This is an optimization exercise on Yosys and OpenROAD, whose aim is small area and a short achievable clock period, not a production implementation. At most, simulation tests tie the RTL to the original design; equivalence was not proved. For run 1, only the layout was checked, not whether the RTL still works. Power is estimated from default activity; no workload was simulated.

<file path="flow/flow/run.sh">
#!/bin/bash
# Standard layout, with slow wide OR cells and AND cells (two-stage, inverting
# inside) added to the don't-use list so that synthesis maps the
# read-data logic to faster gates. Each tool's output stays in orfs/logs.
set -euo pipefail
EXTRA="sky130_fd_sc_hd__and4bb_1 sky130_fd_sc_hd__and4bb_2 sky130_fd_sc_hd__and4bb_4 sky130_fd_sc_hd__and4b_1 sky130_fd_sc_hd__and4b_2 sky130_fd_sc_hd__and4b_4 sky130_fd_sc_hd__and3b_1 sky130_fd_sc_hd__and3b_2 sky130_fd_sc_hd__and3b_4 sky130_fd_sc_hd__nor4bb_1 sky130_fd_sc_hd__nor4bb_2 sky130_fd_sc_hd__nor4bb_4 sky130_fd_sc_hd__nor4b_1 sky130_fd_sc_hd__nor4b_2 sky130_fd_sc_hd__nor4b_4 sky130_fd_sc_hd__nor3b_1 sky130_fd_sc_hd__nor3b_2 sky130_fd_sc_hd__nor3b_4 sky130_fd_sc_hd__and4_1 sky130_fd_sc_hd__and4_2 sky130_fd_sc_hd__and4_4 sky130_fd_sc_hd__and3_1 sky130_fd_sc_hd__and3_2 sky130_fd_sc_hd__and3_4 sky130_fd_sc_hd__or4_1 sky130_fd_sc_hd__or4_2 sky130_fd_sc_hd__or4_4 sky130_fd_sc_hd__or4b_1 sky130_fd_sc_hd__or4b_2 sky130_fd_sc_hd__or4b_4 sky130_fd_sc_hd__or4bb_1 sky130_fd_sc_hd__or4bb_2 sky130_fd_sc_hd__or4bb_4 sky130_fd_sc_hd__or3_1 sky130_fd_sc_hd__or3_2 sky130_fd_sc_hd__or3_4 sky130_fd_sc_hd__or3b_1 sky130_fd_sc_hd__or3b_2 sky130_fd_sc_hd__or3b_4"
PLATFORM_DONT_USE="sky130_fd_sc_hd__probe_p_8 sky130_fd_sc_hd__probec_p_8 sky130_fd_sc_hd__lpflow_bleeder_1 sky130_fd_sc_hd__lpflow_clkbufkapwr_1 sky130_fd_sc_hd__lpflow_clkbufkapwr_16 sky130_fd_sc_hd__lpflow_clkbufkapwr_2 sky130_fd_sc_hd__lpflow_clkbufkapwr_4 sky130_fd_sc_hd__lpflow_clkbufkapwr_8 sky130_fd_sc_hd__lpflow_clkinvkapwr_1 sky130_fd_sc_hd__lpflow_clkinvkapwr_16 sky130_fd_sc_hd__lpflow_clkinvkapwr_2 sky130_fd_sc_hd__lpflow_clkinvkapwr_4 sky130_fd_sc_hd__lpflow_clkinvkapwr_8 sky130_fd_sc_hd__lpflow_decapkapwr_12 sky130_fd_sc_hd__lpflow_decapkapwr_3 sky130_fd_sc_hd__lpflow_decapkapwr_4 sky130_fd_sc_hd__lpflow_decapkapwr_6 sky130_fd_sc_hd__lpflow_decapkapwr_8 sky130_fd_sc_hd__lpflow_inputiso0n_1 sky130_fd_sc_hd__lpflow_inputiso0p_1 sky130_fd_sc_hd__lpflow_inputiso1n_1 sky130_fd_sc_hd__lpflow_inputiso1p_1 sky130_fd_sc_hd__lpflow_inputisolatch_1 sky130_fd_sc_hd__lpflow_isobufsrc_1 sky130_fd_sc_hd__lpflow_isobufsrc_16 sky130_fd_sc_hd__lpflow_isobufsrc_2 sky130_fd_sc_hd__lpflow_isobufsrc_4 sky130_fd_sc_hd__lpflow_isobufsrc_8 sky130_fd_sc_hd__lpflow_isobufsrckapwr_16 sky130_fd_sc_hd__lpflow_lsbuf_lh_hl_isowell_tap_1 sky130_fd_sc_hd__lpflow_lsbuf_lh_hl_isowell_tap_2 sky130_fd_sc_hd__lpflow_lsbuf_lh_hl_isowell_tap_4 sky130_fd_sc_hd__lpflow_lsbuf_lh_isowell_4 sky130_fd_sc_hd__lpflow_lsbuf_lh_isowell_tap_1 sky130_fd_sc_hd__lpflow_lsbuf_lh_isowell_tap_2 sky130_fd_sc_hd__lpflow_lsbuf_lh_isowell_tap_4 "
bash standard.sh DONT_USE_CELLS="$PLATFORM_DONT_USE $EXTRA" finish > standard.log 2>&1
</file>
<file path="flow/standard.sh">
#!/bin/bash
# synth_recipe.tcl (not shown) runs the flow's synth.tcl, then flattens the netlist and writes it again
# the make line also repeats each setting of config.mk as NAME=value (left out here)
make -C /OpenROAD-flow-scripts/flow DESIGN_CONFIG=/design/flow/config.mk WORK_HOME=/design/flow/orfs CLKGATE_MAP_FILE= SYNTH_SCRIPT=/design/flow/synth_recipe.tcl "${@:-finish}"
</file>
<file path="flow/config.mk">
export PLATFORM = sky130hd
export DESIGN_NAME = scarf_2_edge_counters
export DESIGN_NICKNAME = scarf_2_edge_counters
export VERILOG_FILES = /design/flow/design.v
export SDC_FILE = /design/flow/constraint.sdc
export NUM_CORES = 4
export LEC_CHECK = 0
export CAP_MARGIN = 20
export CORE_MARGIN = 2
export CORE_UTILIZATION = 40
export SETUP_SLACK_MARGIN = 2.9
export SLEW_MARGIN = 20
</file>
<file path="flow/constraint.sdc">
create_clock -name core_clock -period 6.0 [get_ports {clk}]
set_input_delay 1.2000 -clock core_clock [delete_from_list [all_inputs] [get_ports {clk}]]
set_output_delay 1.2000 -clock core_clock [all_outputs]
set_load 0.01 [all_outputs]
</file>
<file path="flow/design.v">
module synchronizer(
    input  logic clk,
    input  logic rst_n,
    input  logic data_in,
    output logic data_out
    );
  logic ff_1;
  always_ff @(posedge clk) begin
    ff_1     <= rst_n & data_in;
    data_out <= rst_n & ff_1;
  end
endmodule
module edge_counter
  #( parameter W = 32 )
  ( input  logic	    clk,
    input  logic	    rst_n,
    input  logic	    gpio_in,
    input  logic        enable,
    input  logic        trig_enable,
    input  logic	    trig_in,
    output logic	    trig_out,
    input  logic	    cfg_trig_out,
    input  logic	    cfg_in_inv,
    output logic [W-1:0] d1_count,
    output logic [W-1:0] d2_count,
    output logic [W-1:0] d3_count,
    output logic [W-1:0] d1_next,    
    output logic [W-1:0] d2_next,
    output logic [W-1:0] d3_next
    );
  logic s;           
  logic act;         
  logic nz1, nz2, nz3, h3, trig_out_hold;
  logic start1, done1, done2;
  logic inc1, inc2, inc3;
  synchronizer u_synchronizer_gpio_in
    ( .clk      (clk),
      .rst_n    (rst_n),
      .data_in  (cfg_in_inv ^ gpio_in),
      .data_out (s)
     );
  assign act    = s ^ trig_enable;
  assign start1 = (trig_in & trig_enable) | s;
  assign done1  = nz1 & ~act;
  assign done2  = nz2 & act;
  assign inc1 = nz1 ? (act  & ~nz2 & ~(&d1_count)) : start1;
  assign inc2 = nz2 ? (~act & ~nz3 & ~(&d2_count)) : done1;
  assign inc3 = nz3 ? (act  & ~h3  & ~(&d3_count)) : done2;
  function automatic [W-1:0] incr(input [W-1:0] q, input logic c);
    logic [W-1:0] r;
    logic [W/4-1:0] grp;
    logic         k;
    for (int g = 0; g < W/4; g++) grp[g] = &q[g*4 +: 4];
    for (int i = 0; i < W; i++) begin
      if (i % 4 == 0) begin
        k = c;
        for (int g = 0; g < i/4; g++) k = k & grp[g];
      end
      r[i] = q[i] ^ k;
      k    = k & q[i];
    end
    incr = r;
  endfunction
  logic clear_n;
  assign clear_n = rst_n & enable;
  assign d1_next = clear_n ? incr(d1_count, inc1) : '0;
  assign d2_next = clear_n ? incr(d2_count, inc2) : '0;
  assign d3_next = clear_n ? incr(d3_count, inc3) : '0;
  always_ff @(posedge clk) begin
    d1_count      <= d1_next;
    d2_count      <= d2_next;
    d3_count      <= d3_next;
    nz1           <= clear_n & (nz1 | start1);
    nz2           <= clear_n & (nz2 | done1);
    nz3           <= clear_n & (nz3 | done2);
    h3            <= clear_n & (h3 | (nz3 & ~act));
    trig_out      <= clear_n & ~trig_out_hold &
                     ((~cfg_trig_out & ~nz1 & s) | (cfg_trig_out & nz1 & ~s));
    trig_out_hold <= clear_n & (trig_out_hold | trig_out);
  end
endmodule
module scarf_regmap_2_edge_counters
  ( input  logic	    clk,
    input  logic	    rst_n_sync,
    input  logic  [7:0] data_in,
    input  logic	    data_in_valid,
    input  logic	    data_in_finished,
    input  logic  [6:0] slave_id,
    input  logic        rnw,
    output logic  [7:0] read_data_out,
    output logic  [3:0] cfg_trig_out,
    output logic  [3:0] cfg_in_inv,
    output logic  [3:0] enable,
    output logic  [3:0] trig_enable,
    input  logic [31:0] d1_next_0,
    input  logic [31:0] d2_next_0,
    input  logic [31:0] d3_next_0,
    input  logic [31:0] d1_next_1,
    input  logic [31:0] d2_next_1,
    input  logic [31:0] d3_next_1
    );
    parameter SLAVE_ID    = 7'h03;
    parameter MAX_ADDRESS = 6'd25;
    logic [7:0]  reg0, reg1, reg0_n, reg1_n;
    logic [5:0]  address, address_n;
    logic        first_byte, first_n;
    logic [7:0]  rd_qn, rd_n, byte_n;
    logic        valid_slave, vb, valid_write;
    logic [25:0] dec_a, dec_d, sel;
    assign valid_slave = (slave_id == SLAVE_ID);
    assign vb          = valid_slave && data_in_valid;
    assign valid_write = vb && (!rnw) && (!first_byte);
    always_comb begin
      first_n   = first_byte;
      address_n = address;
      if (data_in_finished) begin
        first_n = 1'b1;
      end else if (vb) begin
        first_n = 1'b0;
        if (first_byte)                  address_n = data_in[5:0];
        else if (address <= MAX_ADDRESS) address_n = address + 1'b1;
      end
    end
    assign reg0_n = !rst_n_sync ? 8'd0 : (valid_write && (address == 6'd0)) ? data_in : reg0;
    assign reg1_n = !rst_n_sync ? 8'd0 : (valid_write && (address == 6'd1)) ? data_in : reg1;
    always_comb begin
      for (int k = 0; k < 26; k++) begin
        dec_a[k] = (address == 6'(k));
        dec_d[k] = (data_in[5:0] == 6'(k));
      end
      for (int k = 0; k < 26; k++)
        sel[k] = vb ? (first_byte ? dec_d[k] : ((k == 0) ? 1'b0 : dec_a[(k == 0) ? 0 : k - 1])) : dec_a[k];
    end
    always_comb begin
      byte_n = 8'd0;
      if (sel[0]) byte_n = byte_n | reg0_n;
      if (sel[1]) byte_n = byte_n | reg1_n;
      if (sel[2]) byte_n = byte_n | d1_next_0[7:0];
      if (sel[3]) byte_n = byte_n | d1_next_0[15:8];
      if (sel[4]) byte_n = byte_n | d1_next_0[23:16];
      if (sel[5]) byte_n = byte_n | d1_next_0[31:24];
      if (sel[6]) byte_n = byte_n | d2_next_0[7:0];
      if (sel[7]) byte_n = byte_n | d2_next_0[15:8];
      if (sel[8]) byte_n = byte_n | d2_next_0[23:16];
      if (sel[9]) byte_n = byte_n | d2_next_0[31:24];
      if (sel[10]) byte_n = byte_n | d3_next_0[7:0];
      if (sel[11]) byte_n = byte_n | d3_next_0[15:8];
      if (sel[12]) byte_n = byte_n | d3_next_0[23:16];
      if (sel[13]) byte_n = byte_n | d3_next_0[31:24];
      if (sel[14]) byte_n = byte_n | d1_next_1[7:0];
      if (sel[15]) byte_n = byte_n | d1_next_1[15:8];
      if (sel[16]) byte_n = byte_n | d1_next_1[23:16];
      if (sel[17]) byte_n = byte_n | d1_next_1[31:24];
      if (sel[18]) byte_n = byte_n | d2_next_1[7:0];
      if (sel[19]) byte_n = byte_n | d2_next_1[15:8];
      if (sel[20]) byte_n = byte_n | d2_next_1[23:16];
      if (sel[21]) byte_n = byte_n | d2_next_1[31:24];
      if (sel[22]) byte_n = byte_n | d3_next_1[7:0];
      if (sel[23]) byte_n = byte_n | d3_next_1[15:8];
      if (sel[24]) byte_n = byte_n | d3_next_1[23:16];
      if (sel[25]) byte_n = byte_n | d3_next_1[31:24];
    end
    assign rd_n = first_n ? {1'b0, SLAVE_ID} : byte_n;
    always_ff @(posedge clk) begin
      first_byte <= !rst_n_sync || first_n;
      address    <= rst_n_sync ? address_n : 6'd0;
      reg0       <= reg0_n;
      reg1       <= reg1_n;
    end
    always_ff @(posedge clk, negedge rst_n_sync)
      if (~rst_n_sync) rd_qn <= ~{1'b0, SLAVE_ID};
      else             rd_qn <= ~rd_n;
    assign read_data_out = ~(rd_qn | {8{~(valid_slave && rnw)}});
    always_comb begin
      enable       = reg0[3:0];
      trig_enable  = reg0[7:4];
      cfg_in_inv   = reg1[3:0];
      cfg_trig_out = reg1[7:4];
    end
endmodule
module scarf_2_edge_counters
  ( input  logic        clk,
    input  logic        rst_n_sync,
    input  logic  [7:0] data_in,
    input  logic        data_in_valid,
    input  logic        data_in_finished,
    input  logic  [6:0] slave_id,
    input  logic        rnw,
    output logic  [7:0] read_data_out,
    input  logic        gpio_0_in,
    input  logic        gpio_1_in
    );
   parameter SLAVE_ID = 7'd03;
   logic        trig_out_0;
   logic        trig_out_1;
   logic  [3:0] cfg_trig_out;
   logic  [3:0] cfg_in_inv;
   logic  [3:0] enable;
   logic  [3:0] trig_enable;
   logic [31:0] d1_count_0, d2_count_0, d3_count_0;
   logic [31:0] d1_count_1, d2_count_1, d3_count_1;
   logic [31:0] d1_next_0, d2_next_0, d3_next_0;
   logic [31:0] d1_next_1, d2_next_1, d3_next_1;
   scarf_regmap_2_edge_counters
   # ( .SLAVE_ID( SLAVE_ID ) )
   u_scarf_regmap_4_edge_counters
     ( .clk,
       .rst_n_sync,
       .data_in,
       .data_in_valid,
       .data_in_finished,
       .slave_id,
       .rnw,
       .read_data_out,
       .cfg_trig_out,
       .cfg_in_inv,
       .enable,
       .trig_enable,
       .d1_next_0,
       .d2_next_0,
       .d3_next_0,
       .d1_next_1,
       .d2_next_1,
       .d3_next_1
      );
   edge_counter u_edge_counter_0
     ( .clk,
       .rst_n               (rst_n_sync),
       .gpio_in             (gpio_0_in),
       .enable              (enable[0]),
       .trig_enable         (trig_enable[0]),
       .trig_in             (trig_out_1),
       .trig_out            (trig_out_0),
       .cfg_trig_out        (cfg_trig_out[0]),
       .cfg_in_inv          (cfg_in_inv[0]),
       .d1_count            (d1_count_0),
       .d2_count            (d2_count_0),
       .d3_count            (d3_count_0),
       .d1_next             (d1_next_0),
       .d2_next             (d2_next_0),
       .d3_next             (d3_next_0)
       );
   edge_counter u_edge_counter_1
     ( .clk,
       .rst_n               (rst_n_sync),
       .gpio_in             (gpio_1_in),
       .enable              (enable[1]),
       .trig_enable         (trig_enable[1]),
       .trig_in             (trig_out_0),
       .trig_out            (trig_out_1),
       .cfg_trig_out        (cfg_trig_out[1]),
       .cfg_in_inv          (cfg_in_inv[1]),
       .d1_count            (d1_count_1),
       .d2_count            (d2_count_1),
       .d3_count            (d3_count_1),
       .d1_next             (d1_next_1),
       .d2_next             (d2_next_1),
       .d3_next             (d3_next_1)
       );
endmodule
</file>
==> flow_summary.toml, run 1 <==
[cts]
cts.sinks = 239
cts_root_buf = "clkbuf_16"
cts_hold_buf = 0
htree_num_levels = 1
cts_tree = "done"
clkTransAtPathRegs_ps = 60
cts_buffers = 27
insertion_delay_ps = 550
clockBufferDepth = 3

[die]
initial_utilization = 0.406
die_w_um = 180
ioPinCount = 30
core_um2 = 30500
row_count = 64
die_y_um = 180
die_area_um2 = 32400

[power]
p_int_uw = 2650
seqPwrFrac = 0.470
p_switching_uw = 730
cellLeakagePower_uw = 0.00703
ir_drop_uv = 198
comb_power_share = 0.021
p_per_area_nw_per_um2 = 203
p_clk_frac = 0.509
netSwitchingFraction = 0.216

[logic_synthesis]
yosysTopAreaCell = "dfxtp_1"
avgSynthCellArea_um2 = 9.27
synth_cell_types = 61
yosysTopAreaCellShare = 0.373
synthFlopType = "dfxtp_1"
synth_adder_area_share = 0.150
synth_most_common_cell = "dfxtp_1"
synth-simple-area-share = 0.246
syn_area_um2 = 12400
synth-compound-area-share = 0.123
synth_top_family_by_area = "simple AND/OR/NAND/NOR gates"
synth_enable_flop_cells = 0
synthXorXnorAreaFrac = 0.0375
synth_mux_area_frac = 0.0140
synthTopCellsByCount = "dfxtp_1, ha_1, nor2_1"
synth_area_leaders = "dfxtp_1, ha_1, and2_1"
ys_warn_count = 3
ys_async_sr_fraction = 0.0335
ys_ff_latch = 239
syn_nets = 1508
syn_inst = 1337
yosysSeqAreaShare = 0.390

[routing]
wire_per_inst_um = 22.8
drc_errors = 0
vias = 10900
firstDrtPassIters = 5
postRouteWirelength_um = 42800
viasPerCell = 5.79
drt_iter0_markers = 993
ant_nets = 0

[timing]
skew_ps = 17.3
finalHoldViolations = 0
slew_headroom = 0.343
fmax_ghz = 0.288
whs_ps = 426
worstMarginPinSlew_ps = 978
setup_violations = 0
tns_ps = 0
report.final.slew_viol_count = 0
finalCriticalPeriod_ps = 3480
grt_setup_unrepaired = "yes"
fin_crit_sh = 0.579

[final_layout]
syn_to_final_growth_pct = 34.7
fin_nets = 1634
drive_above_1_share = 0.360
design_area_um2 = 16700
diodes = 0

[setup_path]
worst-path-max-fanout = 4
path_buf_inv = 0
cpMaxStageDelayCell = "nor4_2"
path_class = "flip-flop to flip-flop"
cpMostUsedCell = "ha_1"
cpPeakStageDelay_ps = 430
cp-end-kind = "flip-flop"
crit_arrival_ps = 3930
cp_num_cells = 15
worstSetupStartpointType = "flip-flop"
cp.required_ps = 6450
reg2reg_depth = 15
path_cells = "nand4_1 > nor4_2 > a31oi_1 > mux2i_1 > nor2_4 > nand2_4 > nor3_1 > ha_1 > ha_2 > ha_1 > and2_1 > nor2b_4 > a2111oi_4 > nand4b_1 > o31ai_1"
crit_family = "simple AND/OR/NAND/NOR gates"

[grt]
grt_pass1_wl_um = 63800
gr-total-overflow = 0
grt_max_degree = 36
antenna_found_initial = 0
first_global_vias = 10500
grt_usage = 0.254

[hold_path]
holdCritPathClass = "flip-flop to flip-flop"
hold_depth = 1

[placed_design]
dpl-instance-area_um2 = 13100
place.gp.congestion = 0.983
io_buffers = 29
dpl.hpwl_um = 30300

[flow_run]
maxCapViolCount = 0

[outcome]
status = "timing/DRC/antenna clean"
[state kept, by name, summed over array words and instances, names as in the netlist, 6 cells and up]
| name | flops |
|---|---|
| u_scarf_regmap_4_edge_counters.rd_qn | 8 |
| u_edge_counter_0.d2_count | 32 |
| u_scarf_regmap_4_edge_counters.reg1 | 8 |
| u_edge_counter_1.d3_count | 32 |
| u_scarf_regmap_4_edge_counters.reg0 | 8 |
| u_edge_counter_1.d1_count | 32 |
| u_scarf_regmap_4_edge_counters.address | 6 |
| u_edge_counter_1.d2_count | 32 |
| u_edge_counter_0.d3_count | 32 |
| u_edge_counter_0.d1_count | 32 |
[metrics by stage]
step                      cells  setup slack (ps)  power [uW]  utilization
after global placement     1722              1280        1690        0.428
final                      1879              2520        3380        0.547
after detailed placement   1722              1140        1690        0.428
after CTS                  1852              2520        3390        0.524
after global routing       1879              2450        3470        0.547
after floorplan            1337              2790        1650            -
[path summary, 6_finish.rpt]
kind | from | slack, ps | end
setup / recovery | u_edge_counter_1.d3_count[13]$_DFF_P_ | 2520 | u_scarf_regmap_4_edge_counters.rd_qn[2]$_DFF_PN1_
hold / removal | u_edge_counter_1.trig_out_hold$_DFF_P_ | 430 | u_edge_counter_1.trig_out$_DFF_P_
setup reg to reg | u_edge_counter_1.d3_count[13]$_DFF_P_ | 2520 | u_scarf_regmap_4_edge_counters.rd_qn[2]$_DFF_PN1_
hold reg to reg | u_edge_counter_1.trig_out_hold$_DFF_P_ | 430 | u_edge_counter_1.trig_out$_DFF_P_
max in group asynchronous | rst_n_sync | 4670 | u_scarf_regmap_4_edge_counters.rd_qn[7]$_DFF_PN1_
min in group asynchronous | rst_n_sync | 1050 | u_scarf_regmap_4_edge_counters.rd_qn[0]$_DFF_PN0_
[logic make-up (layout without fill, tap and decap cells)]
kind of cell / Yosys count / in the layout
AO/OA/AOI/OAI: 193 / 193
XOR/XNOR: 53 / 53
adder cells (fa/ha/maj): 149 / 149
buffers and inverters: 113 / 256
flip-flops: 239 / 239
multiplexers: 17 / 17
AND/OR/NAND/NOR: 573 / 576
[placed cells by master (no fill, tap or decap), types with 9 or more instances in the layout]
| cell | count |
|---|---|
| dfxtp_1 | 168 |
| clkbuf_16 | 27 |
| o21ai_0 | 14 |
| and2_4 | 24 |
| xnor2_1 | 35 |
| a21boi_0 | 11 |
| nand2_2 | 11 |
| a221oi_2 | 11 |
| inv_1 | 51 |
| ha_2 | 26 |
| ha_1 | 100 |
| a21oi_1 | 31 |
| nor3_2 | 9 |
| a221oi_4 | 10 |
| nor3_4 | 10 |
| nor2b_1 | 16 |
| xnor2_2 | 10 |
| nor3_1 | 37 |
| nand3_1 | 13 |
| nand2_1 | 53 |
| nor2_4 | 15 |
| a22oi_2 | 14 |
| nor2_2 | 21 |
| nand4_1 | 72 |
| dfxtp_2 | 62 |
| buf_4 | 93 |
| a22oi_1 | 26 |
| mux2i_1 | 10 |
| a2111oi_4 | 10 |
| nor4_2 | 9 |
| and2_1 | 107 |
| nor2_1 | 107 |
| ha_4 | 23 |
| buf_6 | 27 |
[power by group through the flow]
| stage | clock [uW] | combinational [uW] | sequential (uW) |
|---|---|---|---|
| 2_1_floorplan | 0 | 29.5 | 1620 |
| 3_3_place_gp | 0 | 60.2 | 1630 |
| 3_5_place_dp | 0 | 60.0 | 1620 |
| 4_1_cts | 1740 | 67.5 | 1590 |
| 5_1_grt | 1810 | 76.1 | 1590 |
| 6_report | 1720 | 72.3 | 1590 |
[per-layer routing]
| metal | up-vias | GRT usage | routed length, um |
|---|---|---|---|
| met1 | 5272 | 0.350 | 18500 |
| li1 | 5046 | - | - |
| met5 | - | 0 | 0 |
| met3 | 109 | 0.0379 | 3220 |
| met4 | 0 | 0.0885 | 1790 |
| met2 | 456 | 0.407 | 19300 |
[layout make-up]
type / count / area, um^2
clock buffers: 38 / 747
clock inverters: 11 / 164
fillers: 2605 / 13800
inverters: 59 / 229
multi-input cells: 988 / 8800
flip-flops and latches: 239 / 4910
well taps: 396 / 495
repair buffers: 148 / 1330
[timing repair]
| action | CTS | global route |
|---|---|---|
| buffers inserted | 77 | 27 |
| cloned | 4 | 0 |
| setup endpoints to repair | 24 | 16 |
| endpoints found under the hold margin | 0 | 0 |
| pin swaps | 125 | 70 |
| resized for setup | 402 | 111 |
==> run 2: changes to the inputs <==
--- a/flow/design.v
+++ b/flow/design.v
@@ -105,5 +105,5 @@
     logic [5:0]  address, address_n;
     logic        first_byte, first_n;
-    logic [7:0]  rd_qn, rd_n, byte_n;
+    logic [7:0]  rd_q, rd_n, byte_n;
     logic        valid_slave, vb, valid_write;
     logic [25:0] dec_a, dec_d, sel;
@@ -169,7 +169,7 @@
     end
     always_ff @(posedge clk, negedge rst_n_sync)
-      if (~rst_n_sync) rd_qn <= ~{1'b0, SLAVE_ID};
-      else             rd_qn <= ~rd_n;
-    assign read_data_out = ~(rd_qn | {8{~(valid_slave && rnw)}});
+      if (~rst_n_sync) rd_q <= {1'b0, SLAVE_ID};
+      else             rd_q <= rd_n;
+    assign read_data_out = (valid_slave && rnw) ? rd_q : 8'd0;
     always_comb begin
       enable       = reg0[3:0];
--- a/flow/config.mk
+++ b/flow/config.mk
@@ -11,2 +11,3 @@
 export SETUP_SLACK_MARGIN = 2.9
 export SLEW_MARGIN = 20
+export TNS_END_PERCENT = 1
==> flow_summary.toml, run 2 <==
[outcome]
status = "timing/DRC/antenna clean"

[final_layout]
layout_common_cells = "dfxtp_1, ha_1, nand3_1, and2_1, nand2_1"
fill_cells = 2993
syn_to_final_growth_pct = 17.8
drive_above_1_share = 0.123
utilization = 0.476
final_common_cell = "dfxtp_1"
design_area_um2 = 14500
diodes = 0
instances_no_fill = 1860
fin_nets = 1617

[timing]
setup_violations = 0
fmax_ghz = 0.289
slew_headroom = 0.327
fin_crit_sh = 0.577
skew_ps = 16.0
finalHoldViolations = 0
worstMarginPinSlew_ps = 994
grt_setup_unrepaired = "yes"
finalCriticalPeriod_ps = 3460
tns_ps = 0
layout_setup_ws_ps = 2540
report.final.slew_viol_count = 0

[routing]
postRouteWirelength_um = 41800
drt_iter0_markers = 825
viasPerCell = 5.71
wire_per_inst_um = 22.5
drc_errors = 0
vias = 10600
ant_nets = 0
firstDrtPassIters = 5

[hold_path]
holdCritPathClass = "flip-flop to flip-flop"

[setup_path]
cp.required_ps = 6420
path_class = "flip-flop to flip-flop"
worst-path-max-fanout = 4
crit_arrival_ps = 3880
cp-end-kind = "flip-flop"
worstSetupStartpointType = "flip-flop"

[placed_design]
dpl-instance-area_um2 = 13000
place.gp.congestion = 0.969
dpl.hpwl_um = 32400
place_inst = 1787
dp_slack_ps = 1100
io_buffers = 29

[logic_synthesis]
yosysTopAreaCell = "dfxtp_1"
synthTopCellsByCount = "dfxtp_1, ha_1, nand3_1"
syn_nets = 1565
ys_async_sr_fraction = 0.0335
yosysTopAreaCellShare = 0.376
syn_area_um2 = 12300
avgSynthCellArea_um2 = 8.83
synth_area_leaders = "dfxtp_1, ha_1, and2_1"
synthFlopType = "dfxtp_1"
synth_cell_types = 52
yosysSeqAreaShare = 0.392
synth_most_common_cell = "dfxtp_1"
synth_enable_flop_cells = 0
syn_inst = 1394
ys_ff_latch = 239
ys_warn_count = 3

[power]
seqPwrFrac = 0.480
p_switching_uw = 728
ir_drop_uv = 182
cellLeakagePower_uw = 0.00641
p_int_uw = 2580
p_per_area_nw_per_um2 = 228
comb_power_share = 0.019
p_clk_frac = 0.501
netSwitchingFraction = 0.220

[die]
die_area_um2 = 32200
row_count = 64
die_w_um = 179
initial_utilization = 0.404
ioPinCount = 30
die_y_um = 179
core_um2 = 30400

[cts]
clkTransAtPathRegs_ps = 60
cts_buffers = 28
cts_root_buf = "clkbuf_16"
cts_hold_buf = 0
cts_tree = "done"
clockBufferDepth = 3
insertion_delay_ps = 560
htree_num_levels = 1
cts.sinks = 239

[grt]
gr-total-overflow = 0
grt_busiest_layer = "met2"
use_met2 = 0.417
grt_usage = 0.253
grt_pass1_wl_um = 62700
first_global_vias = 10300
antenna_found_initial = 0
use_met1 = 0.337
grt_max_degree = 46
met3_usage = 0.0336

[flow_run]
maxCapViolCount = 0
[run 2: cell types whose count changed in the layout (fill, tap and decap cells not counted), moves of 48 or more]
cell     before  now
nand3_1      13  143
dfxtp_1     168  227
nand2_1      53  112
dfxtp_2      62    4
buf_4        93   40
ha_1        100  148
[run 2: what timing repair did]
action                     CTS  global route
setup endpoints to repair   23            17
pin swaps                   12            33
setup buffers               14            11
resized for setup           85            57
[run 2: path summary, 6_finish.rpt]
check | from | end | slack [ps] | cells after the start
max in group asynchronous | rst_n_sync | u_scarf_regmap_4_edge_counters.rd_q[0]$_DFF_PN1_ | 5000 | 1
hold reg to reg | u_edge_counter_0.trig_out_hold$_DFF_P_ | u_edge_counter_0.trig_out$_DFF_P_ | 430 | 1
setup / recovery | u_edge_counter_1.d3_count[26]$_DFF_P_ | u_scarf_regmap_4_edge_counters.rd_q[6]$_DFF_PN0_ | 2540 | 17
hold / removal | u_edge_counter_0.trig_out_hold$_DFF_P_ | u_edge_counter_0.trig_out$_DFF_P_ | 430 | 1
min in group asynchronous | rst_n_sync | u_scarf_regmap_4_edge_counters.rd_q[3]$_DFF_PN0_ | 620 | 1
setup reg to reg | u_edge_counter_1.d3_count[26]$_DFF_P_ | u_scarf_regmap_4_edge_counters.rd_q[6]$_DFF_PN0_ | 2540 | 17
[run 2: kinds of logic (layout without fill, tap and decap cells)]
kind of cell / count (synthesis) / in the layout / synth area share
AND/OR/NAND/NOR: 676 / 676 / 0.286
flip-flops: 239 / 239 / 0.392
AO/OA/AOI/OAI: 150 / 150 / 0.0829
adder cells (fa/ha/maj): 149 / 149 / 0.151
buffers and inverters: 107 / 177 / 0.0328
XOR/XNOR: 53 / 53 / 0.0377
multiplexers: 20 / 20 / 0.0166
[run 2: final cells by class]
class                           count  area, um^2  area share
Sequential cell                   239        4830       0.333
Clock inverter                      9        90.1     0.00621
Inverter                           57         214      0.0148
Clock buffer                       39         802      0.0553
Tap cell                          396         495      0.0342
Multi-Input combinational cell   1048        7460       0.514
Timing Repair Buffer               72         606      0.0418
[run 2: worst max-delay path, stage by stage (launching register included)]
cell,delay [ps]
dfxtp_2,330
nand4_1,270
nor4_2,440
a31oi_1,130
mux2i_1,190
nor2_2,90
nand2_2,150
buf_6,110
buf_4,90
inv_1,30
ha_1,170
ha_2,160
ha_1,260
and2_4,150
nand3_2,60
nand4_1,180
nor4_4,380
a31oi_1,130
[run 2: power by group through the flow]
stage	registers [uW]	logic (uW)	clock network, uW
floorplan	1620	25.1	0
global placement	1620	58.0	0
detailed placement	1630	57.9	0
CTS	1590	59.0	1690
global route	1590	66.7	1760
finish	1590	63.3	1660
[run 2: stage by stage]
stage / hold WS, ps / power [uW]
after global routing: 439 / 3410
final: 426 / 3310
after detailed placement: 420 / 1680
after CTS: 431 / 3340
after global placement: 411 / 1680
after floorplan: 402 / 1650
[run 2: per-layer routing]
metal | share of wire | vias up
met1 | 0.43 | 5064
met5 | 0 | -
met3 | 0.066 | 95
met2 | 0.46 | 378
met4 | 0.040 | 0
li1 | - | 5075
==> run 3: changes to the inputs <==
--- a/flow/config.mk
+++ b/flow/config.mk
@@ -11,3 +11,2 @@
 export SETUP_SLACK_MARGIN = 2.9
 export SLEW_MARGIN = 20
-export TNS_END_PERCENT = 1
==> flow_summary.toml, run 3 <==
[die]
ioPinCount = 30
die_area_um2 = 32200
die_y_um = 179
row_count = 64
core_um2 = 30400
initial_utilization = 0.404
die_w_um = 179

[setup_path]
cp-end-kind = "output pin"
startpoint = "slave_id[2]"
crit_family = "simple AND/OR/NAND/NOR gates"
cp_num_cells = 6
rr_endpoint = "u_scarf_regmap_4_edge_counters.rd_q[7]$_DFF_PN0_"
worstSetupStartpointType = "input pin"
path_cells = "buf_6 > nor4_4 > nand4b_1 > buf_6 > nor2_1 > buf_2"
path_buf_inv = 3
crit_arrival_ps = 2190
endpoint = "read_data_out[6]"
cpMaxStageDelayCell = "nor4_4"
worst-path-max-fanout = 8
cp.required_ps = 4800
rr_startpoint = "u_edge_counter_1.d2_count[23]$_DFF_P_"
cpMostUsedCell = "buf_6"
path_class = "input pin to output pin"
r2r_slack_ps = 2620
cpPeakStageDelay_ps = 300
reg2reg_depth = 17

[cts]
insertion_delay_ps = 560
cts_hold_buf = 0
cts_buffers = 27
cts.sinks = 239
htree_num_levels = 1
cts_tree = "done"
cts_root_buf = "clkbuf_16"
clockBufferDepth = 3
clkTransAtPathRegs_ps = 60

[final_layout]
fin_nets = 1642
diodes = 0
final_common_cell = "dfxtp_1"
instances_no_fill = 1888
drive_above_1_share = 0.225
syn_to_final_growth_pct = 24.8
layout_common_cells = "dfxtp_1, nand3_1, ha_1, and2_1, nand2_1"

[placed_design]
place_inst = 1783
place.gp.congestion = 1.04
dpl.hpwl_um = 32200
io_buffers = 29

[timing]
fin_crit_sh = 0.566
finalCriticalPeriod_ps = 3390
fmax_ghz = 0.295
skew_ps = 21.8
finalHoldViolations = 0
slew_headroom = 0.218
worstMarginPinSlew_ps = 1170
setup_violations = 0
grt_setup_unrepaired = "yes"
report.final.slew_viol_count = 0
tns_ps = 0

[logic_synthesis]
syn_nets = 1565
synthTopCellsByCount = "dfxtp_1, ha_1, nand3_1"
synth_cell_types = 52
synth_most_common_cell = "dfxtp_1"
synth_top_family_by_area = "simple AND/OR/NAND/NOR gates"
synth_enable_flop_cells = 0
synth_area_leaders = "dfxtp_1, ha_1, and2_1"
syn_area_um2 = 12300
ys_async_sr_fraction = 0.0335
synth-simple-area-share = 0.286
yosysSeqAreaShare = 0.392
syn_inst = 1394
avgSynthCellArea_um2 = 8.83
synth_adder_area_share = 0.151
synthXorXnorAreaFrac = 0.0377
yosysTopAreaCellShare = 0.376
synth_mux_area_frac = 0.0166
yosysTopAreaCell = "dfxtp_1"
synth-compound-area-share = 0.0829
synthFlopType = "dfxtp_1"
ys_warn_count = 3
ys_ff_latch = 239

[power]
ir_drop_uv = 190
p_per_area_nw_per_um2 = 213
cellLeakagePower_uw = 0.00662

[grt]
first_global_vias = 10700
grt_usage = 0.257
antenna_found_initial = 1
grt_max_degree = 73
gr-total-overflow = 0
grt_pass1_wl_um = 64300

[routing]
drc_errors = 0
vias = 11000
drt_iter0_markers = 983
wire_per_inst_um = 22.5
firstDrtPassIters = 6
postRouteWirelength_um = 42400
viasPerCell = 5.83
ant_nets = 0

[flow_run]
maxCapViolCount = 0

[outcome]
status = "timing/DRC/antenna clean"

[hold_path]
holdCritPathClass = "flip-flop to flip-flop"
==> run 3: cell types whose count changed in the layout (fill, tap and decap cells not counted), moves of 14 or more <==
cell,delta
dfxtp_1,-21
ha_1,-24
ha_2,+14
dfxtp_2,+21
buf_4,+20
==> run 3: worst register-to-register path, delay by kind of cell (launching register included) <==
| kind | cells | cell delay (ps) |
|---|---|---|
| compound gates | 2 | 280 |
| mux | 1 | 280 |
| fa+ha+maj | 3 | 480 |
| xor+xnor | 1 | 160 |
| flops | 1 | 350 |
| buf+inv | 1 | 140 |
| simple gates | 9 | 1590 |
==> run 3: power by group <==
| group | internal [uW] | leakage, uW | switching [uW] |
|---|---|---|---|
| clock network | 909 | 0.000425 | 708 |
| registers | 1590 | 0.00198 | 1.41 |
| logic | 26.3 | 0.00422 | 40.3 |
==> run 3: cell type report <==
cell class	count	area, um^2
clock buffers	35	766
clock inverters	15	110
fillers	2846	15100
inverters	57	216
multi-input cells	1048	8100
flip-flops and latches	239	4860
well taps	396	495
repair buffers	98	817
==> run 3: metal layers <==
metal  track usage  up-vias  share of wire
li1              -     5128              -
met1         0.335     5271           0.41
met2         0.416      490           0.45
met3        0.0484      122          0.085
met4         0.109        2          0.049
met5             0        -        0.00035
==> run 3: worst min-delay path by stage <==
stage,start,endpoint,slack (ps),cells after the start
after detailed placement,u_edge_counter_0.u_synchronizer_gpio_in.ff_1$_DFF_P_,u_edge_counter_0.u_synchronizer_gpio_in.data_out$_DFF_P_,420,1
after floorplan,u_edge_counter_0.trig_out_hold$_DFF_P_,u_edge_counter_0.trig_out$_DFF_P_,400,1
after CTS,u_edge_counter_1.trig_out_hold$_DFF_P_,u_edge_counter_1.trig_out$_DFF_P_,430,1
after global placement,u_edge_counter_1.trig_out_hold$_DFF_P_,u_edge_counter_1.trig_out$_DFF_P_,410,1
after global routing,u_edge_counter_1.u_synchronizer_gpio_in.ff_1$_DFF_P_,u_edge_counter_1.u_synchronizer_gpio_in.data_out$_DFF_P_,450,1
final,u_edge_counter_1.trig_out_hold$_DFF_P_,u_edge_counter_1.trig_out$_DFF_P_,420,1
==> run 3: per-stage QoR <==
| stage | area (um^2) | total power [uW] | hold WS (ps) | utilization | setup WS (ps) |
|---|---|---|---|---|---|
| floorplan | 12300 | 1650 | 402 | - | 2790 |
| global placement | 13000 | 1680 | 409 | 0.428 | 1200 |
| detailed placement | 13000 | 1680 | 419 | 0.428 | 1160 |
| CTS | 14900 | 3290 | 430 | 0.489 | 2630 |
| global route | 15400 | 3370 | 452 | 0.505 | 2530 |
| finish | 15400 | 3270 | 423 | 0.505 | 2610 |
==> run 3: cells by family (layout without fill, tap and decap cells) <==
group | Yosys count | count (layout)
and+or+nand+nor | 676 | 676
DFF | 239 | 239
AOI/OAI and AO/OA | 150 | 150
adders and majority gates | 149 | 149
buffers and inverters | 107 | 205
xor gates and xnor gates | 53 | 53
muxes | 20 | 20
==> run 3: what timing repair did <==
action	in CTS	in global routing
cloned	0	1
setup endpoints to repair	24	16
buffers inserted	39	15
pin swaps	77	41
gates resized for setup	223	82
==> run 4: changes to the inputs <==
--- a/flow/config.mk
+++ b/flow/config.mk
@@ -11,2 +11,3 @@
 export SETUP_SLACK_MARGIN = 2.9
 export SLEW_MARGIN = 20
+export TNS_END_PERCENT = 5
==> flow_summary.toml, run 4 <==
[outcome]
status = "timing/DRC/antenna clean"

[routing]
postRouteWirelength_um = 41800
ant_nets = 0
viasPerCell = 5.71
firstDrtPassIters = 5
drc_errors = 0
vias = 10600
drt_iter0_markers = 825
wire_per_inst_um = 22.5

[die]
row_count = 64
die_w_um = 179
die_y_um = 179
ioPinCount = 30
core_um2 = 30400
initial_utilization = 0.404
die_area_um2 = 32200

[timing]
fin_crit_sh = 0.577
whs_ps = 426
finalHoldViolations = 0
grt_setup_unrepaired = "yes"
report.final.slew_viol_count = 0
layout_setup_ws_ps = 2540
slew_headroom = 0.327
worstMarginPinSlew_ps = 994
skew_ps = 16.0
fmax_ghz = 0.289
finalCriticalPeriod_ps = 3460
setup_violations = 0
tns_ps = 0

[cts]
cts_tree = "done"
insertion_delay_ps = 560
clkTransAtPathRegs_ps = 60
cts.sinks = 239
clockBufferDepth = 3
cts_buffers = 28
htree_num_levels = 1
cts_root_buf = "clkbuf_16"
cts_hold_buf = 0

[placed_design]
dpl.hpwl_um = 32400
io_buffers = 29
place.gp.congestion = 0.969
dpl-instance-area_um2 = 13000
dp_slack_ps = 1100

[setup_path]
cp.required_ps = 6420
path_class = "flip-flop to flip-flop"
worstSetupStartpointType = "flip-flop"
cpPeakStageDelay_ps = 440
path_cells = "nand4_1 > nor4_2 > a31oi_1 > mux2i_1 > nor2_2 > nand2_2 > buf_6 > buf_4 > inv_1 > ha_1 > ha_2 > ha_1 > and2_4 > nand3_2 > nand4_1 > nor4_4 > a31oi_1"
crit_family = "simple AND/OR/NAND/NOR gates"
r2r_slack_ps = 2540
worst-path-max-fanout = 4
cp-end-kind = "flip-flop"
cpMaxStageDelayCell = "nor4_2"
crit_arrival_ps = 3880
path_buf_inv = 3

[grt]
grt_pass1_wl_um = 62700
first_global_vias = 10300
grt_usage = 0.253
grt_max_degree = 46
gr-total-overflow = 0
antenna_found_initial = 0

[logic_synthesis]
synth_area_leaders = "dfxtp_1, ha_1, and2_1"
yosysTopAreaCellShare = 0.376
synth_most_common_cell = "dfxtp_1"
syn_area_um2 = 12300
synthFlopType = "dfxtp_1"
ys_ff_latch = 239
synth_cell_types = 52
syn_inst = 1394
ys_warn_count = 3
yosysSeqAreaShare = 0.392
synthTopCellsByCount = "dfxtp_1, ha_1, nand3_1"
syn_nets = 1565
ys_async_sr_fraction = 0.0335
synth_enable_flop_cells = 0
yosysTopAreaCell = "dfxtp_1"
avgSynthCellArea_um2 = 8.83

[final_layout]
layout_common_cells = "dfxtp_1, ha_1, nand3_1, and2_1, nand2_1"
final_common_cell = "dfxtp_1"
fin_nets = 1617
drive_above_1_share = 0.123
diodes = 0
syn_to_final_growth_pct = 17.8
design_area_um2 = 14500

[power]
ir_drop_uv = 182
p_per_area_nw_per_um2 = 228
cellLeakagePower_uw = 0.00641
p_total_uw = 3310

[flow_run]
maxCapViolCount = 0

[hold_path]
holdCritPathClass = "flip-flop to flip-flop"
==> run 4: path summary, 6_finish.rpt <==
kind / from / end / cells past startpoint
min: u_edge_counter_0.trig_out_hold$_DFF_P_ / u_edge_counter_0.trig_out$_DFF_P_ / 1
min reg2reg: u_edge_counter_0.trig_out_hold$_DFF_P_ / u_edge_counter_0.trig_out$_DFF_P_ / 1
max: u_edge_counter_1.d3_count[26]$_DFF_P_ / u_scarf_regmap_4_edge_counters.rd_q[6]$_DFF_PN0_ / 17
max reg2reg: u_edge_counter_1.d3_count[26]$_DFF_P_ / u_scarf_regmap_4_edge_counters.rd_q[6]$_DFF_PN0_ / 17
min in group asynchronous: rst_n_sync / u_scarf_regmap_4_edge_counters.rd_q[3]$_DFF_PN0_ / 1
max in group asynchronous: rst_n_sync / u_scarf_regmap_4_edge_counters.rd_q[0]$_DFF_PN1_ / 1
==> run 4: worst reg2reg max path, cell delays in order (launching register included) <==
cell and delay, ps:
dfxtp_2 330, nand4_1 270, nor4_2 440, a31oi_1 130
mux2i_1 190, nor2_2 90, nand2_2 150, buf_6 110
buf_4 90, inv_1 30, ha_1 170, ha_2 160
ha_1 260, and2_4 150, nand3_2 60, nand4_1 180
nor4_4 380, a31oi_1 130
==> run 4: final cells by class <==
type | count | area [um^2]
clock buffer | 39 | 802
inverter | 57 | 214
clock inverter | 9 | 90.1
sequential | 239 | 4830
timing repair buffer | 72 | 606
multi-input combinational | 1048 | 7460
tap | 396 | 495
fill | 2993 | 15900
==> run 4: cell families (layout without fill, tap and decap cells) <==
kind of cell	after synthesis	count (layout)	share of synthesized area
compound gates	150	150	0.0829
xor+xnor	53	53	0.0377
fa+ha+maj	149	149	0.151
buf+inv	107	177	0.0328
flops	239	239	0.392
mux	20	20	0.0166
simple gates	676	676	0.286
==> run 4: routing by layer <==
| layer | part of all wire | global-route usage |
|---|---|---|
| met1 | 0.43 | 0.337 |
| met2 | 0.46 | 0.417 |
| met3 | 0.066 | 0.0336 |
| met5 | 0 | 0 |
| met4 | 0.040 | 0.0972 |
==> run 4: report_power, final <==
group / internal, uW / switching, uW
combinational: 23.7 / 39.6
sequential: 1590 / 1.20
clock: 971 / 687
total: 2580 / 728
==> run 4: through the flow <==
stage                util  std cells
detailed placement  0.429       1787
global route        0.476       1860
floorplan               -       1394
finish              0.476       1860
CTS                 0.465       1849
global placement    0.429       1787
==> run 4: what timing repair did <==
item	CTS	global route
setup endpoints to repair	23	17
gates resized for setup	85	57
setup buffers	14	11
pin swaps	12	33
==> run 5: changes to the inputs <==
--- a/flow/config.mk
+++ b/flow/config.mk
@@ -9,4 +9,7 @@
 export CORE_MARGIN = 2
 export CORE_UTILIZATION = 40
+export CTS_BUF_LIST = sky130_fd_sc_hd__clkbuf_8
+export CTS_CLUSTER_DIAMETER = 45
+export CTS_CLUSTER_SIZE = 18
 export SETUP_SLACK_MARGIN = 2.9
 export SLEW_MARGIN = 20
==> flow_summary.toml, run 5 <==
[timing]
worstMarginPinSlew_ps = 920
fmax_ghz = 0.289
fin_crit_sh = 0.578
grt_setup_unrepaired = "yes"
whs_ps = 427
tns_ps = 0
setup_violations = 0
report.final.slew_viol_count = 0
finalHoldViolations = 0
finalCriticalPeriod_ps = 3470
slew_headroom = 0.377
skew_ps = 29.5

[cts]
cts_root_buf = "clkbuf_8"
htree_num_levels = 2
insertion_delay_ps = 560
cts_buffers = 36
cts_hold_buf = 0
cts.sinks = 239
clkTransAtPathRegs_ps = 70
clockBufferDepth = 3
cts_tree = "done"

[die]
die_area_um2 = 32200
core_um2 = 30400
row_count = 64
die_y_um = 179
initial_utilization = 0.404
ioPinCount = 30
die_w_um = 179

[power]
p_per_area_nw_per_um2 = 231
seqPwrFrac = 0.476
comb_power_share = 0.019
ir_drop_uv = 133
p_clk_frac = 0.505
netSwitchingFraction = 0.241
p_int_uw = 2530
p_switching_uw = 803
cellLeakagePower_uw = 0.00641

[routing]
ant_nets = 0
drc_errors = 0
firstDrtPassIters = 5
drt_iter0_markers = 870
wire_per_inst_um = 22.3
viasPerCell = 5.67
vias = 10600
postRouteWirelength_um = 41800

[logic_synthesis]
synth_area_leaders = "dfxtp_1, ha_1, and2_1"
syn_area_um2 = 12300
yosysTopAreaCellShare = 0.376
synthFlopType = "dfxtp_1"
synth_most_common_cell = "dfxtp_1"
ys_async_sr_fraction = 0.0335
syn_inst = 1394
avgSynthCellArea_um2 = 8.83
syn_nets = 1565
ys_ff_latch = 239
yosysTopAreaCell = "dfxtp_1"
yosysSeqAreaShare = 0.392
synth_enable_flop_cells = 0
synth_cell_types = 52
ys_warn_count = 3
synthTopCellsByCount = "dfxtp_1, ha_1, nand3_1"

[setup_path]
reg2reg_depth = 14
path_buf_inv = 4
cp.required_ps = 4800
cpMostUsedCell = "buf_8"
cp_num_cells = 7
cp-end-kind = "output pin"
path_class = "input pin to output pin"
cpMaxStageDelayCell = "nor4_4"
worstSetupStartpointType = "input pin"
path_cells = "buf_8 > nor4_4 > nand4b_1 > buf_6 > buf_8 > nor2_2 > buf_2"
worst-path-max-fanout = 6
startpoint = "slave_id[3]"
cpPeakStageDelay_ps = 290
rr_startpoint = "u_edge_counter_1.d3_count[27]$_DFF_P_"
crit_arrival_ps = 2270
crit_family = "buffers and inverters"

[grt]
antenna_found_initial = 0
grt_usage = 0.255
first_global_vias = 10400
grt_pass1_wl_um = 62900
grt_max_degree = 46
gr-total-overflow = 0

[placed_design]
dpl.hpwl_um = 32400
io_buffers = 29
place.gp.congestion = 0.969

[final_layout]
layout_common_cells = "dfxtp_1, ha_1, nand3_1, and2_1, nand2_1"
fin_nets = 1622
final_common_cell = "dfxtp_1"
drive_above_1_share = 0.133
diodes = 0
syn_to_final_growth_pct = 17.5

[hold_path]
hold_depth = 1
holdCritPathClass = "flip-flop to flip-flop"
hold_start = "u_edge_counter_0.trig_out_hold$_DFF_P_"

[outcome]
status = "timing/DRC/antenna clean"

[flow_run]
maxCapViolCount = 0
run 5: cells by family after synthesis:
logic type      count (synthesis)  synth area share
fa+ha+maj                     149             0.151
simple gates                  676             0.286
mux                            20            0.0166
buf+inv                       107            0.0328
xor+xnor                       53            0.0377
flops                         239             0.392
compound gates                150            0.0829
run 5: routing by layer:
layer | vias to the layer above | wire length, um | track usage
met5 | - | 0 | 0
met4 | 0 | 2020 | 0.111
met3 | 96 | 2390 | 0.0385
met2 | 367 | 19300 | 0.416
met1 | 5065 | 18100 | 0.335
li1 | 5096 | - | -
run 5: through the flow:
step | setup WS, ps | total power (uW) | utilization | cells | cell area [um^2]
6_report | 2530 | 3340 | 0.475 | 1875 | 14500
5_1_grt | 2440 | 3450 | 0.475 | 1875 | 14500
4_1_cts | 2540 | 3360 | 0.466 | 1868 | 14200
3_5_place_dp | 1100 | 1680 | 0.429 | 1787 | 13000
3_3_place_gp | 1130 | 1680 | 0.429 | 1787 | 13000
2_1_floorplan | 2790 | 1650 | - | 1394 | 12300
run 5: final timing paths:
check                                                                    to  slack (ps)
hold reg to reg                           u_edge_counter_0.trig_out$_DFF_P_         430
min in group asynchronous  u_scarf_regmap_4_edge_counters.rd_q[3]$_DFF_PN0_         630
setup / recovery                                           read_data_out[6]        2530
max in group asynchronous  u_scarf_regmap_4_edge_counters.rd_q[0]$_DFF_PN1_        4990
setup reg to reg           u_scarf_regmap_4_edge_counters.rd_q[5]$_DFF_PN0_        2580
hold / removal                            u_edge_counter_0.trig_out$_DFF_P_         430
run 5: power by group through the flow:
stage / combinational [uW] / sequential [uW] / clock (uW)
after floorplan: 25.1 / 1620 / 0
after global placement: 58.0 / 1620 / 0
after detailed placement: 57.9 / 1630 / 0
after CTS: 59.0 / 1590 / 1710
after global routing: 66.1 / 1590 / 1800
final: 62.3 / 1590 / 1690
run 5: area by class of cell:
| class | count | area [um^2] |
|---|---|---|
| clock buffer | 40 | 551 |
| clock inverter | 26 | 358 |
| fill | 2994 | 16000 |
| inverter | 57 | 214 |
| multi-input combinational | 1048 | 7440 |
| sequential | 239 | 4830 |
| tap | 396 | 495 |
| timing repair buffer | 69 | 582 |
run 5: what timing repair did:
item                                    4_1_cts  5_1_grt
endpoints found under the setup margin       23       17
resized for setup                            86       51
buffers inserted                             15        7
pin swaps                                    14       24
==> run 6: changes to the inputs <==
--- a/flow/config.mk
+++ b/flow/config.mk
@@ -9,8 +9,5 @@
 export CORE_MARGIN = 2
 export CORE_UTILIZATION = 40
-export CTS_BUF_LIST = sky130_fd_sc_hd__clkbuf_8
-export CTS_CLUSTER_DIAMETER = 45
-export CTS_CLUSTER_SIZE = 18
-export SETUP_SLACK_MARGIN = 2.9
+export SETUP_SLACK_MARGIN = 3.3
 export SLEW_MARGIN = 20
 export TNS_END_PERCENT = 5
==> flow_summary.toml, run 6 <==
[power]
seqPwrFrac = 0.480
p_switching_uw = 732
p_per_area_nw_per_um2 = 226
comb_power_share = 0.019
cellLeakagePower_uw = 0.00647
ir_drop_uv = 182
p_clk_frac = 0.501
netSwitchingFraction = 0.221
p_int_uw = 2580

[final_layout]
drive_above_1_share = 0.140
syn_to_final_growth_pct = 19.4
diodes = 0
fin_nets = 1622
final_common_cell = "dfxtp_1"
fill_cells = 2968
design_area_um2 = 14700
multiInputGateArea_um2 = 7610
seq_area_um2 = 4830
layout_common_cells = "dfxtp_1, ha_1, nand3_1, and2_1, nand2_1"

[logic_synthesis]
synthFlopType = "dfxtp_1"
synth_area_leaders = "dfxtp_1, ha_1, and2_1"
synth_most_common_cell = "dfxtp_1"
synth_cell_types = 52
syn_nets = 1565
ys_async_sr_fraction = 0.0335
yosysSeqAreaShare = 0.392
syn_inst = 1394
yosysTopAreaCellShare = 0.376
synthTopCellsByCount = "dfxtp_1, ha_1, nand3_1"
avgSynthCellArea_um2 = 8.83
synth_enable_flop_cells = 0
ys_warn_count = 3
ys_ff_latch = 239
syn_area_um2 = 12300
yosysTopAreaCell = "dfxtp_1"

[timing]
fin_crit_sh = 0.575
setup_violations = 0
report.final.slew_viol_count = 0
fmax_ghz = 0.290
finalCriticalPeriod_ps = 3450
tns_ps = 0
skew_ps = 21.9
grt_setup_unrepaired = "yes"
slew_headroom = 0.361
whs_ps = 432
finalHoldViolations = 0
worstMarginPinSlew_ps = 943

[hold_path]
holdCritPathClass = "flip-flop to flip-flop"

[cts]
cts.sinks = 239
clockBufferDepth = 3
htree_num_levels = 1
cts_buffers = 28
cts_root_buf = "clkbuf_16"
clkTransAtPathRegs_ps = 70
cts_hold_buf = 0
insertion_delay_ps = 560
cts_tree = "done"

[die]
die_y_um = 179
initial_utilization = 0.404
core_um2 = 30400
die_area_um2 = 32200
ioPinCount = 30
die_w_um = 179
row_count = 64

[setup_path]
cpPeakStageDelay_ps = 700
worstSetupStartpointType = "input pin"
worst-path-max-fanout = 8
cpMaxStageDelayCell = "clkdlybuf4s50_1"
cp-end-kind = "flip-flop"
cp.required_ps = 6430
crit_arrival_ps = 3880
path_class = "input pin to flip-flop"
path_cells = "clkdlybuf4s50_1 > nand3b_1 > or2_2 > nand3_1 > a32oi_1 > o221ai_1 > nor4_1 > a31oi_1"

[routing]
viasPerCell = 5.72
firstDrtPassIters = 5
postRouteWirelength_um = 42200
wire_per_inst_um = 22.6
vias = 10700
ant_nets = 0
drc_errors = 0
drt_iter0_markers = 812

[placed_design]
dpl-instance-area_um2 = 13000
dpl.hpwl_um = 32400
io_buffers = 29
place.gp.congestion = 0.969

[grt]
antenna_found_initial = 0
grt_pass1_wl_um = 62700
gr-total-overflow = 0
first_global_vias = 10300
grt_max_degree = 46
grt_usage = 0.253

[flow_run]
maxCapViolCount = 0

[outcome]
status = "timing/DRC/antenna clean"
## run 6: cell counts after synthesis
Identical to the previous run, type by type.
## run 6: per-layer routing
metal  up-vias  wire [um]  track usage
met5         -          0            0
met4         0       1680       0.0969
met3        90       2510       0.0336
met2       374      19400        0.416
met1      5120      18500        0.337
li1       5089          -            -
## run 6: timing repair
item / CTS / global route
pin swaps: 12 / 39
endpoints found under the hold margin: 0 / 0
buffers inserted: 14 / 16
gates resized for setup: 87 / 88
endpoints found under the setup margin: 88 / 93
## run 6: layout make-up
type | instances | share of cell area
clock inverters | 9 | 0.00613
repair buffers | 77 | 0.0440
well taps | 396 | 0.0337
multi-input cells | 1048 | 0.518
inverters | 57 | 0.0146
clock buffers | 39 | 0.0546
flip-flops and latches | 239 | 0.329
## run 6: path summary, 6_finish.rpt
check / depth (start not counted) / slack (ps) / startpoint / endpoint
worst min register to register: 1 / 430 / u_edge_counter_0.trig_out_hold$_DFF_P_ / u_edge_counter_0.trig_out$_DFF_P_
min in group asynchronous: 1 / 620 / rst_n_sync / u_scarf_regmap_4_edge_counters.rd_q[5]$_DFF_PN0_
max in group asynchronous: 1 / 5000 / rst_n_sync / u_scarf_regmap_4_edge_counters.rd_q[0]$_DFF_PN1_
worst min-delay path: 1 / 430 / u_edge_counter_0.trig_out_hold$_DFF_P_ / u_edge_counter_0.trig_out$_DFF_P_
worst max register to register: 14 / 2600 / u_edge_counter_1.d3_count[27]$_DFF_P_ / u_scarf_regmap_4_edge_counters.rd_q[5]$_DFF_PN0_
worst max-delay path: 8 / 2550 / data_in[3] / u_scarf_regmap_4_edge_counters.rd_q[5]$_DFF_PN0_
## run 6: power groups by stage
stage / registers (uW) / logic, uW / clock network [uW]
2_1_floorplan: 1620 / 25.1 / 0
3_3_place_gp: 1620 / 58.0 / 0
3_5_place_dp: 1630 / 57.9 / 0
4_1_cts: 1590 / 59.0 / 1690
5_1_grt: 1590 / 67.6 / 1760
6_report: 1590 / 64.2 / 1660
## run 6: worst max-delay path: cells and delay by family
family / cells / cell delay, ps
AO/OA/AOI/OAI: 3 / 700
buffers and inverters: 1 / 700
AND/OR/NAND/NOR: 4 / 1270
## run 6: per-stage QoR
step	worst slack [ps]	utilization	power, uW	std cells
floorplan	2790	-	1650	1394
global placement	1130	0.429	1680	1787
detailed placement	1100	0.429	1680	1787
CTS	2540	0.465	3340	1849
global route	2440	0.483	3420	1865
finish	2550	0.483	3320	1865
## run 6: cells by family after synthesis
family                   Yosys count  share of synthesized area
AO/OA/AOI/OAI                    150                     0.0829
XOR/XNOR                          53                     0.0377
AND/OR/NAND/NOR                  676                      0.286
buffers and inverters            107                     0.0328
adder cells (fa/ha/maj)          149                      0.151
multiplexers                      20                     0.0166
flip-flops                       239                      0.392
==> run 7: changes to the inputs <==
--- a/flow/config.mk
+++ b/flow/config.mk
@@ -9,5 +9,9 @@
 export CORE_MARGIN = 2
 export CORE_UTILIZATION = 40
-export SETUP_SLACK_MARGIN = 3.3
+export CTS_BUF_LIST = sky130_fd_sc_hd__clkbuf_8
+export CTS_CLUSTER_DIAMETER = 50
+export CTS_CLUSTER_SIZE = 24
+export PLACE_DENSITY = 0.75
+export SETUP_SLACK_MARGIN = 2.9
 export SLEW_MARGIN = 20
 export TNS_END_PERCENT = 5
==> flow_summary.toml, run 7 <==
[placed_design]
dpl.hpwl_um = 30400
io_buffers = 29
place.gp.congestion = 1.06

[cts]
clkTransAtPathRegs_ps = 90
cts_buffers = 29
cts_tree = "done"
htree_num_levels = 1
cts.sinks = 239
insertion_delay_ps = 610
clockBufferDepth = 3
cts_root_buf = "clkbuf_8"

[final_layout]
layout_common_cells = "dfxtp_1, ha_1, nand3_1, and2_1, nand2_1"
drive_above_1_share = 0.129
fin_nets = 1622
final_common_cell = "dfxtp_1"
utilization = 0.467
syn_to_final_growth_pct = 15.5
fill_cells = 2899

[timing]
skew_ps = 33.6
fin_crit_sh = 0.587
slew_headroom = 0.337
tns_ps = 0
worstMarginPinSlew_ps = 994
finalCriticalPeriod_ps = 3520
finalHoldViolations = 0
fmax_ghz = 0.284
setup_violations = 0
report.final.slew_viol_count = 0
grt_setup_unrepaired = "yes"

[grt]
grt_usage = 0.241
gr-total-overflow = 0
grt_max_degree = 73
grt_pass1_wl_um = 60400
first_global_vias = 10500
antenna_found_initial = 0

[routing]
vias = 11000
ant_nets = 0
drt_iter0_markers = 1232
drc_errors = 0
firstDrtPassIters = 7
wire_per_inst_um = 21.4
viasPerCell = 5.87
postRouteWirelength_um = 40100

[logic_synthesis]
ys_warn_count = 3
avgSynthCellArea_um2 = 8.83
syn_inst = 1394
synth_enable_flop_cells = 0
ys_ff_latch = 239
synth_cell_types = 52
syn_nets = 1565
syn_area_um2 = 12300
synthTopCellsByCount = "dfxtp_1, ha_1, nand3_1"
yosysSeqAreaShare = 0.392
synth_most_common_cell = "dfxtp_1"
ys_async_sr_fraction = 0.0335
yosysTopAreaCell = "dfxtp_1"
synthFlopType = "dfxtp_1"
synth_area_leaders = "dfxtp_1, ha_1, and2_1"
yosysTopAreaCellShare = 0.376

[setup_path]
rr_startpoint = "u_edge_counter_1.d2_count[6]$_DFF_P_"
path_buf_inv = 1
cpMaxStageDelayCell = "clkdlybuf4s50_1"
crit_family = "compound AO/OA/AOI/OAI gates"
reg2reg_depth = 18
cp-end-kind = "flip-flop"
worstSetupStartpointType = "input pin"
path_cells = "clkdlybuf4s50_1 > nand4bb_1 > o221ai_1 > nand2_1 > o21ai_0 > nor4_4 > a31oi_1"
cp.required_ps = 6490
cpPeakStageDelay_ps = 680
worst-path-max-fanout = 11
crit_arrival_ps = 4010
path_class = "input pin to flip-flop"
r2r_slack_ps = 2500
rr_endpoint = "u_scarf_regmap_4_edge_counters.rd_q[7]$_DFF_PN0_"

[die]
die_w_um = 179
core_um2 = 30400
initial_utilization = 0.404
row_count = 64
die_area_um2 = 32200
die_y_um = 179
ioPinCount = 30

[power]
p_switching_uw = 769
seqPwrFrac = 0.537
p_int_uw = 2190
p_clk_frac = 0.442
ir_drop_uv = 203
comb_power_share = 0.020
cellLeakagePower_uw = 0.00625
p_per_area_nw_per_um2 = 208
netSwitchingFraction = 0.260

[hold_path]
holdCritPathClass = "flip-flop to flip-flop"
hold_start = "u_edge_counter_0.trig_out_hold$_DFF_P_"
hold_end = "u_edge_counter_0.trig_out$_DFF_P_"
hold_depth = 1

[outcome]
status = "timing/DRC/antenna clean"

[flow_run]
maxCapViolCount = 0
==> run 7: area by class of cell <==
cell class | instances | area, um^2 | area share
antenna | 1 | 2.50 | 0.000176
multi-input combinational | 1048 | 7380 | 0.519
inverter | 57 | 214 | 0.0150
tap | 396 | 495 | 0.0348
clock inverter | 22 | 235 | 0.0165
clock buffer | 31 | 427 | 0.0300
timing repair buffer | 76 | 624 | 0.0439
sequential | 239 | 4830 | 0.340
==> run 7: layer usage <==
metal	routed length, um	GRT usage
met5	0	0
met4	2350	0.113
met3	3710	0.0543
met2	17500	0.377
met1	16500	0.316
==> run 7: logic make-up after synthesis <==
logic type | share of synthesized area
AOI/OAI and AO/OA | 0.0829
xor gates and xnor gates | 0.0377
adders and majority gates | 0.151
buffers and inverters | 0.0328
DFF | 0.392
muxes | 0.0166
and+or+nand+nor | 0.286
==> run 7: power by group through the flow <==
stage                     clock network (uW)  registers [uW]  logic (uW)
after floorplan                            0            1620        25.1
after global placement                     0            1620        55.0
after detailed placement                   0            1630        55.3
after CTS                               1320            1590        58.1
after global routing                    1390            1590        63.6
final                                   1310            1590        60.4
==> run 7: worst max-delay path by stage <==
stage | cells after the start | startpoint | slack [ps] | endpoint
finish | 7 | data_in[1] | 2480 | u_scarf_regmap_4_edge_counters.rd_q[2]$_DFF_PN0_
global placement | 5 | slave_id[3] | 1090 | read_data_out[6]
global route | 18 | u_edge_counter_1.d2_count[6]$_DFF_P_ | 2350 | u_scarf_regmap_4_edge_counters.rd_q[7]$_DFF_PN0_
floorplan | 3 | slave_id[3] | 2790 | read_data_out[0]
detailed placement | 5 | slave_id[3] | 1040 | read_data_out[6]
CTS | 7 | slave_id[4] | 2540 | read_data_out[3]
==> run 7: stage by stage <==
stage / cells / worst slack [ps] / total power (uW) / instance area [um^2] / hold WS [ps]
final: 1870 / 2480 / 2960 / 14200 / 421
after global routing: 1869 / 2350 / 3040 / 14200 / 453
after CTS: 1859 / 2540 / 2960 / 14000 / 422
after detailed placement: 1783 / 1040 / 1680 / 13000 / 409
after global placement: 1783 / 1090 / 1680 / 13000 / 408
after floorplan: 1394 / 2790 / 1650 / 12300 / 402
==> run 7: timing repair <==
item	CTS	global route
hold buffers	0	0
buffers inserted	23	9
pin swaps	15	20
endpoints found under the setup margin	38	23
gates cloned	0	0
resized for setup	86	36
endpoints found under the hold margin	0	0

## static timing again, ports no longer ideal
The results above use ideal ports. As a check the final layouts listed here were re-extracted and re-timed, cells and wires unchanged. Step 1, drivers: a clkbuf_16 drives clk and a buf_2 each remaining input, both assumed. Step 2 adds t to the input delays and takes it off the output delays; t is the mean of the earliest and latest rising clock arrival at the registers after step 1. Input paths then give back, and output paths get back, about the clock's delay inside the block. Three values: no drivers, after step 1, after step 2; two values: the first two.
run | t, ns | setup slack, ns | worst hold slack (ns)
run 1 | 0.591 | 2.524 / 2.524 / 2.172 | 0.426 / 0.426 / 0.426
run 2 | 0.604 | 2.540 / 2.510 / 2.009 | 0.426 / 0.426 / 0.426
run 3 | 0.605 | 2.605 / 2.573 / 2.229 | 0.423 / 0.423 / 0.423
run 4 | 0.604 | 2.540 / 2.510 / 2.009 | 0.426 / 0.426 / 0.426
run 5 | 0.592 | 2.534 / 2.494 / 1.997 | 0.427 / 0.427 / 0.427
run 6 | 0.605 | 2.553 / 2.513 / 1.978 | 0.432 / 0.432 / 0.432
run 7 | 0.635 | 2.481 / 2.496 / 1.866 | 0.421 / 0.421 / 0.421
After both steps setup and hold are still met in every run listed. For run 7, which loses most, drivers alone change the setup slack by +0.015 ns; drivers and shift together by -0.615 ns.
